This design comes from an exercise in tuning for small area and a short achievable clock period on the open sky130 flow, not from production work.
At most, simulation tests tie the RTL to the original design; equivalence was not proved.
The RTL of run 1 was laid out without a check of its function.
Power figures rest on the tool's default switching activity, not on a simulated workload.

==> flow/design.v (outline; a module is shown in full before it is edited, if it fits) <==
// module alu_design: 1054 lines
module alu_design #(parameter W = 16, parameter N = 4) (
  clock, reset, CE, INP_valid, MODE, CMD, OPA, OPB, CIN, ERR, RES, OV, COUT, G, L, E);
  // ...
==> flow/run.sh <==
#!/bin/bash
# synth_recipe.tcl (not shown) runs the flow's synth.tcl, then flattens the netlist and writes it again
# the make line also repeats each setting of config.mk as NAME=value (left out here)
make -C /OpenROAD-flow-scripts/flow DESIGN_CONFIG=/design/flow/config.mk WORK_HOME=/design/flow/orfs CLKGATE_MAP_FILE= SYNTH_SCRIPT=/design/flow/synth_recipe.tcl finish
==> flow/config.mk <==
export PLATFORM = sky130hd
export DESIGN_NAME = alu_design
export DESIGN_NICKNAME = alu_design
export VERILOG_FILES = /design/flow/design.v
export SDC_FILE = /design/flow/constraint.sdc
export NUM_CORES = 4
export LEC_CHECK = 0
export CAP_MARGIN = 20
export CORE_MARGIN = 2
export CORE_UTILIZATION = 65
export PLACE_DENSITY = 0.75
export SETUP_SLACK_MARGIN = 2.5
export SLEW_MARGIN = 20
==> flow/constraint.sdc <==
create_clock -name core_clock -period 8.3 [get_ports {clock}]
set_input_delay 1.6600 -clock core_clock [delete_from_list [all_inputs] [get_ports {clock}]]
set_output_delay 1.6600 -clock core_clock [all_outputs]
set_load 0.01 [all_outputs]
==> summary.md, run 1 <==
| Metric | Value |
|---|---|
| IO Count | `81` |
| Seq/total area | `18.1%` |
| CTS H-Tree Depth | `3` |
| Leak pwr | `0.00750 uW` |
| Sequential Area | `3050 sq um` |
| Initial drt markers | `1,905` |
| Synthesized area | `15,600 sq um` |
| Post-Synthesis Cells | `1,714` |
| Non-clk bufs | `95` |
| # DRC | `0` |
| Post-synthesis average cell area | `9.10 sq um` |
| Sw frac | `46.0%` |
| Total Nets Final | `2,096` |
| CTS tree | `built` |
| Compound-Gate Fraction of Synth Area | `12.8%` |
| RSZ-0062 raised after global routing | `no` |
| First-pass GRT wire length | `71.4 mm` |
| Distinct cell type count after synthesis | `80` |
| Final hold vios | `0` |
| Internal power | `2180 uW` |
| Initial Util | `66.3%` |
| Gr ovfl total | `0` |
| Worst setup margin | `2.66 ns` |
| Worst-Margin Slew | `0.996 ns` |
| Clk slew on worst S/H paths | `0.08 ns` |
| CTS sink cnt | `104` |
| Fmax | `177 MHz` |
| Row Count | `56` |
| Period utilization | `67.9%` |
| XOR/XNOR Fraction of Synth Area | `2.75%` |
| Comb_multi_in | `1,201` |
| Synth area leaders | `fa_1, edfxtp_1, ha_1` |
| Commonest non-fill, non-tap cell in the layout | `inv_1` |
| Top-count cell post-synth | `inv_1` |
| Max FO, Critical Path | `23` |
| Die area | `25,300 sq um` |
| Max-Cap Viols | `0` |
| Layout fillers | `1,883` |
| Fraction of area in multi-input gates | `65.3%` |
| Ant diodes | `0` |
| Hold depth | `1` |
| Outcome | `complete, no violations` |
| Crit Reg-Reg Endpoint | `s_mx[6]$_DFFE_PP_` |
| Dpl ws | `2.71 ns` |
| Via Count | `12,900` |
==> run 2: changes to the inputs <==
--- a/flow/design.v
+++ b/flow/design.v
@@ -23,16 +23,33 @@
 wire i_shra = ~MODE & i_v01 & (CMD == 4'b1000);
 wire i_shla = ~MODE & i_v01 & (CMD == 4'b1001);
 wire i_mul  = MODE & i_v11 & ((CMD == 4'b1001) | (CMD == 4'b1010));
 wire i_rotbad = |OPB[W-1:5];
 wire i_rot  = (i_rol | i_ror) & ~i_rotbad;
 wire i_oneh = i_rot | i_shra | i_shla;
 wire [3:0] i_k = i_rol ? OPB[3:0] : i_ror ? (4'd0 - OPB[3:0]) : i_shla ? 4'd1 : 4'd15;
 wire [W-1:0] i_b = i_oneh ? (16'd1 << i_k) : OPB;
+wire i_l11 = ~MODE & i_v11;
+wire i_l01 = ~MODE & i_v01;
+wire i_l10 = ~MODE & (INP_valid == 2'b10);
+wire [W-1:0] i_lres =
+    ({W{i_l11 & (CMD == 4'b0000)}}  & (OPA & OPB)) |
+    ({W{i_l11 & (CMD == 4'b0001)}} & ~(OPA & OPB)) |
+    ({W{i_l11 & (CMD == 4'b0010)}}   & (OPA | OPB)) |
+    ({W{i_l11 & (CMD == 4'b0011)}}  & ~(OPA | OPB)) |
+    ({W{i_l11 & (CMD == 4'b0100)}}  & (OPA ^ OPB)) |
+    ({W{i_l11 & (CMD == 4'b0101)}} & ~(OPA ^ OPB)) |
+    ({W{i_l01 & (CMD == 4'b0110)}} & ~OPA) |
+    ({W{i_l10 & (CMD == 4'b0111)}} & ~OPB) |
+    ({W{i_l10 & (CMD == 4'b1010)}} & (OPB >> 1)) |
+    ({W{i_l10 & (CMD == 4'b1011)}} & (OPB << 1));
+wire i_logic = (i_l11 & (CMD <= 4'b0101)) | (i_l01 & (CMD == 4'b0110)) |
+               (i_l10 & ((CMD == 4'b0111) | (CMD == 4'b1010) | (CMD == 4'b1011)));
+wire [W-1:0] i_a = i_logic ? i_lres : OPA;
 reg i_err;
 always @(*) begin
   i_err = 1'b1;
   if (MODE) begin
     case (INP_valid)
       2'b01: i_err = ~((CMD == 4'b0100) | (CMD == 4'b0101));
       2'b10: i_err = ~((CMD == 4'b0110) | (CMD == 4'b0111));
       2'b11: i_err = (CMD > 4'b1100) | (CMD[3:2] == 2'b01);
@@ -50,26 +67,30 @@
 localparam KL = 8;     
 localparam KH = 27;    
 reg [W-1:0] na_r, nb_r;
 reg [N-1:0] cmd_r;
 reg [1:0] valid_r;
 reg mode_r, cin_r;
 reg mul_r, err_r;
 always @(posedge clock or posedge reset) begin
-  if (reset)
+  if (reset) begin
+    na_r    <= 0;
+    nb_r    <= 0;
+    cmd_r   <= 0;
     valid_r <= 0;
-  else if (CE)
-    valid_r <= INP_valid;
-end
-always @(posedge clock) begin
-  if (CE) begin
-    na_r    <= ~OPA;
+    mode_r  <= 0;
+    cin_r   <= 0;
+    mul_r   <= 0;
+    err_r   <= 0;
+  end else if (CE) begin
+    na_r    <= ~i_a;
     nb_r    <= ~i_b;
     cmd_r   <= CMD;
+    valid_r <= INP_valid;
     mode_r  <= MODE;
     cin_r   <= CIN;
     mul_r   <= i_mul | i_oneh;
     err_r   <= i_err;
   end
 end
 wire [W-1:0] opa_r = ~na_r;
 wire [W-1:0] opb_r = ~nb_r;
@@ -101,43 +122,34 @@
 wire rot_ok    = lm & v11 & ((cmd_r == 4'b1100) | (cmd_r == 4'b1101));
 wire op_nota   = lm & v01 & (cmd_r == 4'b0110);
 wire op_shra   = lm & v01 & (cmd_r == 4'b1000);
 wire op_shla   = lm & v01 & (cmd_r == 4'b1001);
 wire op_notb   = lm & v10 & (cmd_r == 4'b0111);
 wire op_shrb   = lm & v10 & (cmd_r == 4'b1010);
 wire op_shlb   = lm & v10 & (cmd_r == 4'b1011);
 wire err_comb = ~ok | (valid_r == 2'b00);
-wire [W-1:0] lres =
-    ({W{op_and}}  & (opa_r & opb_r)) |
-    ({W{op_nand}} & ~(opa_r & opb_r)) |
-    ({W{op_or}}   & (opa_r | opb_r)) |
-    ({W{op_nor}}  & ~(opa_r | opb_r)) |
-    ({W{op_xor}}  & (opa_r ^ opb_r)) |
-    ({W{op_xnor}} & ~(opa_r ^ opb_r)) |
-    ({W{op_nota}} & ~opa_r) |
-    ({W{op_notb}} & ~opb_r) |
-    ({W{op_shrb}} & (opb_r >> 1)) |
-    ({W{op_shlb}} & (opb_r << 1));
 wire r_v01 = (valid_r == 2'b01);
 wire r_v10 = (valid_r == 2'b10);
 wire r_v11 = (valid_r == 2'b11);
 wire sgn     = op_sadd | op_ssub;
 wire r_sgn   = am & r_v11 & ((cmd_r == 4'b1011) | (cmd_r == 4'b1100));
-wire use_a   = am & ((r_v11 & ((cmd_r[3:2] == 2'b00) | (cmd_r == 4'b1001) | (cmd_r == 4'b1011) | (cmd_r == 4'b1100))) |
-                     (r_v01 & ((cmd_r == 4'b0100) | (cmd_r == 4'b0101))));
+wire r_logic = lm & ((r_v11 & (cmd_r <= 4'b0101)) | (r_v01 & (cmd_r == 4'b0110)) |
+                     (r_v10 & ((cmd_r == 4'b0111) | (cmd_r == 4'b1010) | (cmd_r == 4'b1011))));
+wire use_a   = (am & ((r_v11 & ((cmd_r[3:2] == 2'b00) | (cmd_r == 4'b1001) | (cmd_r == 4'b1011) | (cmd_r == 4'b1100))) |
+                      (r_v01 & ((cmd_r == 4'b0100) | (cmd_r == 4'b0101))))) | r_logic;
 wire ones_a  = am & r_v10 & (cmd_r == 4'b0111);
 wire use_b   = am & ((r_v11 & ((cmd_r[3:2] == 2'b00) | (cmd_r == 4'b1001) | (cmd_r == 4'b1011) | (cmd_r == 4'b1100))) |
                      (r_v10 & ((cmd_r == 4'b0110) | (cmd_r == 4'b0111))));
 wire inv_b   = am & ((r_v11 & ((cmd_r == 4'b0001) | (cmd_r == 4'b0011) | (cmd_r == 4'b1100))) |
                      (r_v01 & (cmd_r == 4'b0101)));
 wire cin_eff = am & ((r_v11 & ((cmd_r == 4'b0001) | (cmd_r == 4'b1100) | (cmd_r == 4'b1001) |
                                ((cmd_r == 4'b0010) & cin_r) | ((cmd_r == 4'b0011) & ~cin_r))) |
                      (r_v01 & (cmd_r == 4'b0100)) | (r_v10 & (cmd_r == 4'b0110)));
-wire [W:0] arow = {(opa_r[W-1] & r_sgn) | ones_a, (opa_r & {W{use_a}}) | {W{ones_a}} | lres};
+wire [W:0] arow = {(opa_r[W-1] & r_sgn) | ones_a, (opa_r & {W{use_a}}) | {W{ones_a}}};
 wire [W:0] brow = {(opb_r[W-1] & r_sgn), opb_r & {W{use_b}}} ^ {(W+1){inv_b}};
 wire [W-1:0] bm = opb_r & {W{mul_r}};
 wire [2*W-1:0] tx, ty;
 wire pp0_0 = opa_r[0] & bm[0];
 wire pp0_1 = opa_r[0] & bm[1];
 wire pp0_2 = opa_r[0] & bm[2];
 wire pp0_3 = opa_r[0] & bm[3];
 wire pp0_4 = opa_r[0] & bm[4];
@@ -970,17 +982,17 @@
 assign ty[30] = hs21;
 assign tx[31] = hc21;
 assign ty[31] = 1'b0;
 wire eq = (opa_r == opb_r);
 wire lt = {opa_r[W-1] ^ sgn, opa_r[W-2:0]} < {opb_r[W-1] ^ sgn, opb_r[W-2:0]};
 wire cmp_sel = op_cmp | sgn;
 wire ar_small = op_add | op_sub | op_addc | op_subc | op_inca | op_deca | op_incb | op_decb | sgn;
 wire sx       = op_sub | op_subc | op_deca | op_decb | sgn;
-wire logic_op = op_and | op_nand | op_or | op_nor | op_xor | op_xnor | op_nota | op_notb | op_shrb | op_shlb;
+wire logic_op = op_and | op_nand | op_or | op_nor | op_xor | op_xnor | op_nota | op_notb | op_shrb | op_shlb;   
 wire [KL:0] lo_sum = tx[KL-1:0] + ty[KL-1:0];
 wire [2*W-KH-1:0] hi_sum = tx[2*W-1:KH] + ty[2*W-1:KH];
 wire c_lo  = ar_small | op_muli | rot_ok | op_shla | logic_op;   
 wire c_hi  = rot_ok | op_shra;                                   
 wire c_sh  = op_muls;                                            
 wire c_16  = ar_small | op_muli;                                 
 wire c_up  = op_muli;                                            
 wire c_sx  = sx;                                                 
@@ -991,41 +1003,42 @@
 wire l_comb = cmp_sel & lt;
 wire g_comb = cmp_sel & ~eq & ~lt;
 reg [KL-1:0] s_lo;
 reg        s_cl;
 reg [KH-KL-1:0] s_mx, s_my;
 reg [2*W-KH-1:0] s_hi;
 reg q_lo, q_hi, q_sh, q_16, q_up, q_sx, q_co, q_ovu, q_ovs;
 reg q_g, q_l, q_e, q_err;
-always @(posedge clock) begin
-  if (CE) begin
-    s_lo  <= lo_sum[KL-1:0];
-    s_cl  <= lo_sum[KL];
-    s_mx  <= tx[KH-1:KL];
-    s_my  <= ty[KH-1:KL];
-    s_hi  <= hi_sum;
-  end
-end
 always @(posedge clock or posedge reset) begin
   if (reset) begin
+    s_lo  <= 0;
+    s_cl  <= 0;
+    s_mx  <= 0;
+    s_my  <= 0;
+    s_hi  <= 0;
     q_lo  <= 0;
     q_hi  <= 0;
     q_sh  <= 0;
     q_16  <= 0;
     q_up  <= 0;
     q_sx  <= 0;
     q_co  <= 0;
     q_ovu <= 0;
     q_ovs <= 0;
     q_g   <= 0;
     q_l   <= 0;
     q_e   <= 0;
     q_err <= 0;
   end else if (CE) begin
+    s_lo  <= lo_sum[KL-1:0];
+    s_cl  <= lo_sum[KL];
+    s_mx  <= tx[KH-1:KL];
+    s_my  <= ty[KH-1:KL];
+    s_hi  <= hi_sum;
     q_lo  <= c_lo;
     q_hi  <= c_hi;
     q_sh  <= c_sh;
     q_16  <= c_16;
     q_up  <= c_up;
     q_sx  <= c_sx;
     q_co  <= c_co;
     q_ovu <= c_ovu;
==> summary.md, run 2 <==
| Metric | Value |
|---|---|
| Outcome | `complete, no violations (unchanged)` |
| Mux share of post-synthesis cell area | `3.52% (was 0.858%)` |
| Die area | `26,600 sq um (was 25,300 sq um)` |
| Setup violators final | `0 (unchanged)` |
| Drt total wl | `47.4 mm (was 45.3 mm)` |
| Number of flip-flops under the largest register name | `19 (unchanged)` |
| Ys async rst share | `100% (was 14.4%)` |
| Largest reg by FF count | `s_mx (unchanged)` |
| Most used DFF post-synth | `dfrtp_1 (was edfxtp_1)` |
| Ant diodes | `0 (unchanged)` |
| Area leader, netlist | `fa_1 (unchanged)` |
| Crit Reg-Reg Endpoint | `s_mx[6]$_DFFE_PP0P_ (was s_mx[6]$_DFFE_PP_)` |
| Skew-Pair Late Insertion Delay | `0.37 ns (was 0.36 ns)` |
| # DRC | `0 (unchanged)` |
| Synth Area in Simple Gates | `15.8% (was 15.6%)` |
| Synthesized area | `16,400 sq um (was 15,600 sq um)` |
| Post-Synthesis Cells | `1,854 (was 1,714)` |
| Core Box Area | `25,000 sq um (was 23,500 sq um)` |
| Distinct cell type count after synthesis | `82 (was 80)` |
| Commonest non-fill, non-tap cell in the layout | `inv_1 (unchanged)` |
| RSZ-0062 raised after global routing | `no (unchanged)` |
| CTS Buffer Depth | `2 (unchanged)` |
| P per Cell Area | `172 nW/um^2 (was 239 nW/um^2)` |
| Final hold vios | `0 (unchanged)` |
| Multi-input logic area | `12,200 sq um (was 11,000 sq um)` |
| CP endpoint kind | `output port (was flip-flop)` |
| Slew margin rel. | `24.9% (was 31.9%)` |
| Largest net degree at the start of global routing | `70 (was 64)` |
| Postcts setup bufs | `0 (unchanged)` |
| Via Count | `13,700 (was 12,900)` |
| Clk slew on worst S/H paths | `0.08 ns (about the same)` |
| Vias in the first global route | `13,800 (was 13,000)` |
| Area growth, synth to finish | `6.70% (was 7.88%)` |
| Pre-antenna DRT Iters | `6 (was 7)` |
| R2R depth | `13 (was 12)` |
| CTS H-Tree Depth | `3 (unchanged)` |
| Max FO, Critical Path | `5 (was 23)` |
| Most frequent cells in the layout | `inv_1, nor2_1, fa_1, dfrtp_1, ha_1 (was inv_1, nor2_1, fa_1, ha_1, edfxtp_1)` |
| Largest family of logic cells by synthesized area | `adder cells (unchanged)` |
| Row Count | `58 (was 56)` |
| Top-count cell post-synth | `inv_1 (unchanged)` |
| GPL Wtd Cong | `0.969 (was 1.01)` |
| Register area share after synthesis | `15.8% (was 19.5%)` |
| Number of synthesized flops with an enable pin | `0 (was 89)` |
| CTS tree | `built (unchanged)` |
| Count of input and output buffers | `80 (unchanged)` |
| Max-slew violation count | `0 (unchanged)` |
| Worst hold slack | `0.493 ns (was 0.497 ns)` |
| Post-synthesis average cell area | `8.87 sq um (was 9.10 sq um)` |
| XOR/XNOR Fraction of Synth Area | `3.25% (was 2.75%)` |
| WP data arrival | `3.89 ns (was 5.74 ns)` |
| Worst-Margin Slew | `1.12 ns (was 0.996 ns)` |
| Reg2reg setup slack | `2.87 ns (was 2.66 ns)` |
| Die H | `163 microns (was 159 microns)` |
| Max-Cap Viols | `0 (unchanged)` |
| Share of cells above drive strength 1 | `6.35% (was 3.31%)` |
| Synth top cells by count | `inv_1, nor2_1, fa_1 (unchanged)` |
| Flops & latches, synth | `104 (unchanged)` |
| Critical Path Source Type | `flip-flop (unchanged)` |
| WL/cell | `21.8 microns (was 22.2 microns)` |
| Initial drt markers | `1,508 (was 1,905)` |
| Layout fillers | `2,037 (was 1,883)` |
| HPWL Detailed | `36.0 mm (was 34.3 mm)` |
| Min Tclk post-route | `5.55 ns (was 5.64 ns)` |
| Kind of critical path | `flip-flop to output port (was flip-flop to flip-flop)` |
| Total GRT Usage | `37.5% (was 36.7%)` |
| Syn_nets | `2,231 (was 2,091)` |
| IO Count | `81 (unchanged)` |
| Fmax | `180 MHz (was 177 MHz)` |
| Post-synthesis adder-cell area fraction | `36.2% (was 38.2%)` |
| Routed Antenna Nets | `0 (unchanged)` |
| Initial Util | `65.7% (was 66.3%)` |
| HP Class | `flip-flop to flip-flop (unchanged)` |
| Worst setup path start | `s_my[7]$_DFFE_PP0P_ (was mode_r$_DFFE_PP_)` |
| Period utilization | `66.8% (was 67.9%)` |
| CTS sink cnt | `104 (unchanged)` |
| Top cell type's share of synthesized area | `28.8% (was 30.4%)` |
| Required time of the critical path | `6.64 ns (was 8.40 ns)` |
| Total Nets Final | `2,214 (was 2,096)` |
| Gr ovfl total | `0 (unchanged)` |
| Fin Setup TNS | `0 ns (unchanged)` |
| Leak pwr | `0.00783 uW (was 0.00750 uW)` |
| Peak VDD IR | `0.144 mV (was 0.163 mV)` |
| Sequential Area | `2600 sq um (was 3050 sq um)` |
| Die Width | `163 microns (was 159 microns)` |
| Total CTS buffers | `9 (unchanged)` |
| Clock skew | `0.00901 ns (was 0.00950 ns)` |
| Critical Path End | `RES[31] (was s_mx[6]$_DFFE_PP_)` |
| Synth area leaders | `fa_1, dfrtp_1, ha_1 (was fa_1, edfxtp_1, ha_1)` |
| Synth warn | `1 (unchanged)` |
| Worst flop-to-flop path startpoint | `mul_r$_DFFE_PP0P_ (was mode_r$_DFFE_PP_)` |
| Vias per cell | `6.30 (was 6.33)` |
| CTS root buf | `clkbuf_16 (unchanged)` |
| Compound-Gate Fraction of Synth Area | `15.5% (was 12.8%)` |
| Antenna violations before repair | `0 (unchanged)` |
| First-pass GRT wire length | `76.7 mm (was 71.4 mm)` |
-- run 2: logic make-up (layout without fill, tap and decap cells) --
family | after synthesis | after routing
buffers and inverters | 413 | 401
XOR/XNOR | 61 | 61
adder cells (fa/ha/maj) | 334 | 334
AO/OA/AOI/OAI | 347 | 347
flip-flops | 104 | 104
multiplexers | 52 | 52
AND/OR/NAND/NOR | 543 | 543
-- run 2: worst min-delay path by stage --
| stage | start | slack (ns) | endpoint | cells after the start |
|---|---|---|---|---|
| floorplan | q_16$_DFFE_PP0P_ | 0.45 | q_16$_DFFE_PP0P_ | 1 |
| detailed placement | q_l$_DFFE_PP0P_ | 0.48 | q_l$_DFFE_PP0P_ | 1 |
| global route | q_e$_DFFE_PP0P_ | 0.52 | q_e$_DFFE_PP0P_ | 1 |
| finish | q_e$_DFFE_PP0P_ | 0.49 | q_e$_DFFE_PP0P_ | 1 |
| CTS | q_l$_DFFE_PP0P_ | 0.50 | q_l$_DFFE_PP0P_ | 1 |
| global placement | q_ovs$_DFFE_PP0P_ | 0.47 | q_ovs$_DFFE_PP0P_ | 2 |
-- run 2: timing repair --
action,4_1_cts,5_1_grt
setup endpoints to repair,0,3
resized for setup,0,5
hold buffers,0,0
-- run 2: per-stage QoR --
step | instance area, sq um | util [%] | setup slack, ns | instances | power [uW]
5_1_grt | 17600 | 70.1 | 2.50 | 2172 | 3250
2_1_floorplan | 16400 | - | 3.22 | 1854 | 1910
6_report | 17600 | 70.1 | 2.75 | 2172 | 3020
3_5_place_dp | 17200 | 68.7 | 2.95 | 2156 | 2520
4_1_cts | 17500 | 70.0 | 2.65 | 2172 | 3000
3_3_place_gp | 17200 | 68.7 | 3.08 | 2156 | 2460
-- run 2: layout make-up --
type,instances,area share (%)
clock inverter,7,0.513
timing repair buffer,91,5.00
tap,330,2.35
inverter,294,6.30
sequential,104,14.8
multi-input combinational,1337,69.7
clock buffer,9,1.28
-- run 2: report_power, final --
group | total [uW] | internal (uW) | switching, uW
Clock | 468 | 241 | 227
Combinational | 1770 | 772 | 1000
Sequential | 777 | 612 | 165
-- run 2: critical path, stage by stage (launching register included) --
cell and delay (ns):
dfrtp_1 0.40, ha_2 0.39, nand4_1 0.10, or3_1 0.43, a21oi_2 0.24, nor2_1 0.13, o21a_1 0.22, o21ai_1 0.14
ha_1 0.19, ha_1 0.18, nand3_1 0.10, xnor2_1 0.27, a221o_1 0.19, clkdlybuf4s50_1 0.54
-- run 2: metal layers --
layer | vias to the layer above | GRT usage (%) | share of wire, %
li1 | 6068 | - | -
met1 | 6711 | 52.1 | 41
met2 | 786 | 57.8 | 45
met3 | 123 | 8.91 | 11
met4 | 0 | 13.9 | 3.8
met5 | - | 0 | 0

==> separate check: timing with driven ports <==
How much do the figures lean on ideal ports? The routed layouts below were timed once more, with nothing changed but the port constraints.
Step 1 assumes that a clkbuf_16 drives the clock port and a buf_2 every other input.
Step 2, shift: input delay + t, output delay - t, t = (earliest + latest rising clock arrival at the registers) / 2. This alone moves slack from input paths to output paths.
a / b / c = no drivers / after step 1 / after step 2; a / b = the first two.
run | t, ns | setup WS [ns] | worst setup path at the end | worst register clock-pin slew, ns | worst data-port slew with drivers (ns)
run 1 | 0.412 | 2.663 / 2.663 / 2.663 | register to register | 0.08 / 0.08 | 0.04
run 2 | 0.404 | 2.753 / 2.710 / 2.872 | register to register | 0.08 / 0.08 | 0.04
After both steps every run listed still meets setup and hold.
